This is an optimization exercise on Yosys and OpenROAD, whose aim is small area and a short achievable clock period, not a production implementation. The RTL was checked by simulation tests, not by an equivalence proof against the original design.

==> flow/design.v (excerpt) <==
module iir_DF1_Biquad (
  input clk,
  input rst,
  input signed [15:0] din,
  output signed [15:0] dout
);
Size: about 800 cells after synthesis, roughly 110 flip-flops, about 34 I/O pins.
Settings: LEC_CHECK=0, CAP_MARGIN=20, CORE_MARGIN=2, CORE_UTILIZATION=60, CTS_BUF_LIST=sky130_fd_sc_hd__clkbuf_8, PLACE_DENSITY=0.8, SLEW_MARGIN=20, SYNTH_HIERARCHICAL=1, SYNTH_MINIMUM_KEEP_SIZE=0; clock period 11.0 ns.
standard.sh (not shown) runs the stock make flow with config.mk's settings and CLKGATE_MAP_FILE= SYNTH_SCRIPT=/design/flow/synth_recipe.tcl, a recipe that flattens the netlist after the stock synthesis.
==> flow/flow/run.sh <==
#!/bin/bash
# The standard layout (the standard.sh, standard synthesis unchanged) with a few
# settings changed: clock tree synthesis inserts no dummy loads, the port buffers are
# buf_2 cells instead of the default delay buffers, and timing repair aims for a
# setup slack of 6.9 ns rather than 0.
set -euo pipefail
export CTS_ARGS="-sink_clustering_enable -repair_clock_nets -buf_list {sky130_fd_sc_hd__clkbuf_8 sky130_fd_sc_hd__clkbuf_16} -dont_use_dummy_load"
export BUFFER_PORTS_ARGS="-buffer_cell sky130_fd_sc_hd__buf_2"
export SETUP_SLACK_MARGIN=6.9
bash standard.sh > standard.log 2>&1
The starting point finished clean.
Change:
--- a/flow/flow/run.sh
+++ b/flow/flow/run.sh
@@ -5 +5 @@
-# setup slack of 6.9 ns rather than 0.
+# setup slack of 6.8 ns rather than 0.
@@ -9 +9 @@
-export SETUP_SLACK_MARGIN=6.9
+export SETUP_SLACK_MARGIN=6.8
--- a/flow/config.mk
+++ b/flow/config.mk
@@ -10 +10 @@
-export CORE_UTILIZATION = 60
+export CORE_UTILIZATION = 50
@@ -12 +12 @@
-export PLACE_DENSITY = 0.8
+export PLACE_DENSITY = 0.7
The new run passed the timing, design-rule and antenna checks.
Routed wire length came out lower by 6.5%.
Utilization came out lower by 11 points.
Worst hold slack is worse by 55 ps.
Design area came out lower by 1.0%.
Via count came out lower by 4.4%.
Global-route usage came out lower by 4.4 points.
Final cell count came out higher by 3.1%.
Non-clock buffer count came out lower by 11.

---

Starting RTL as in the previous note.
export LEC_CHECK = 0
export CAP_MARGIN = 20
export CORE_MARGIN = 2
export CORE_UTILIZATION = 60
export CTS_BUF_LIST = sky130_fd_sc_hd__clkbuf_8
export PLACE_DENSITY = 0.8
export SLEW_MARGIN = 20
export SYNTH_HIERARCHICAL = 1
export SYNTH_MINIMUM_KEEP_SIZE = 0
create_clock -name core_clock -period 11.0 [get_ports {clk}]
==> flow/flow/run.sh <==
#!/bin/bash
# The standard layout (the standard.sh, standard synthesis unchanged) with a few
# settings changed: clock tree synthesis inserts no dummy loads, the port buffers are
# buf_2 cells instead of the default delay buffers, and timing repair aims for a
# setup slack of 7.0 ns rather than 0.
set -euo pipefail
export CTS_ARGS="-sink_clustering_enable -repair_clock_nets -buf_list {sky130_fd_sc_hd__clkbuf_8 sky130_fd_sc_hd__clkbuf_16} -dont_use_dummy_load"
export BUFFER_PORTS_ARGS="-buffer_cell sky130_fd_sc_hd__buf_2"
export SETUP_SLACK_MARGIN=7.0
bash standard.sh > standard.log 2>&1
Rerun with:
--- a/flow/flow/run.sh
+++ b/flow/flow/run.sh
@@ -4,3 +4,3 @@
 # buf_2 cells instead of the default delay buffers, and timing repair aims for a
-# setup slack of 7.0 ns rather than 0.
+# setup slack of 6.9 ns rather than 0.
 set -euo pipefail
@@ -8,3 +8,3 @@
 export BUFFER_PORTS_ARGS="-buffer_cell sky130_fd_sc_hd__buf_2"
-export SETUP_SLACK_MARGIN=7.0
+export SETUP_SLACK_MARGIN=6.9
 bash standard.sh > standard.log 2>&1
Settings changed: CORE_UTILIZATION 60 to 50, PLACE_DENSITY 0.8 to 0.7.
Outcome:
- maximum frequency goes up by about 1.7%
- global-route usage goes down by 4.5 points
- hold slack is worse by 0.037 ns

[afterwards: timing with drivers on the ports]
How much do the figures lean on ideal ports? The routed layouts below were timed once more, with nothing changed but the port constraints.
Step 1 assumes that a clkbuf_16 drives the clock port and a buf_2 every other input.
Step 2 adds t to the input delays and takes it off the output delays; t is the mean of the earliest and latest rising clock arrival at the registers after step 1. Input paths then give back, and output paths get back, about the clock's delay inside the block.
a / b / c = ideal ports / drivers / drivers and shift; a / b = the first two.
run	shift t [ns]	setup WS [ns]	worst setup path at the end	clock arrival spread, ns
the first run of note 1	0.394	6.957 / 6.957 / 6.957	register to register	0.029 / 0.029
the second run of note 1	0.394	6.934 / 6.934 / 6.934	register to register	0.025 / 0.025
the first run of note 2	0.397	6.973 / 6.973 / 6.897	input to register	0.020 / 0.019
the second run of note 2	0.399	7.040 / 7.040 / 6.995	input to register	0.023 / 0.022
After both steps every run listed still meets setup and hold. For the first run of note 2, which loses most, drivers alone change the setup slack by 0.000 ns; drivers and shift together by -0.076 ns.
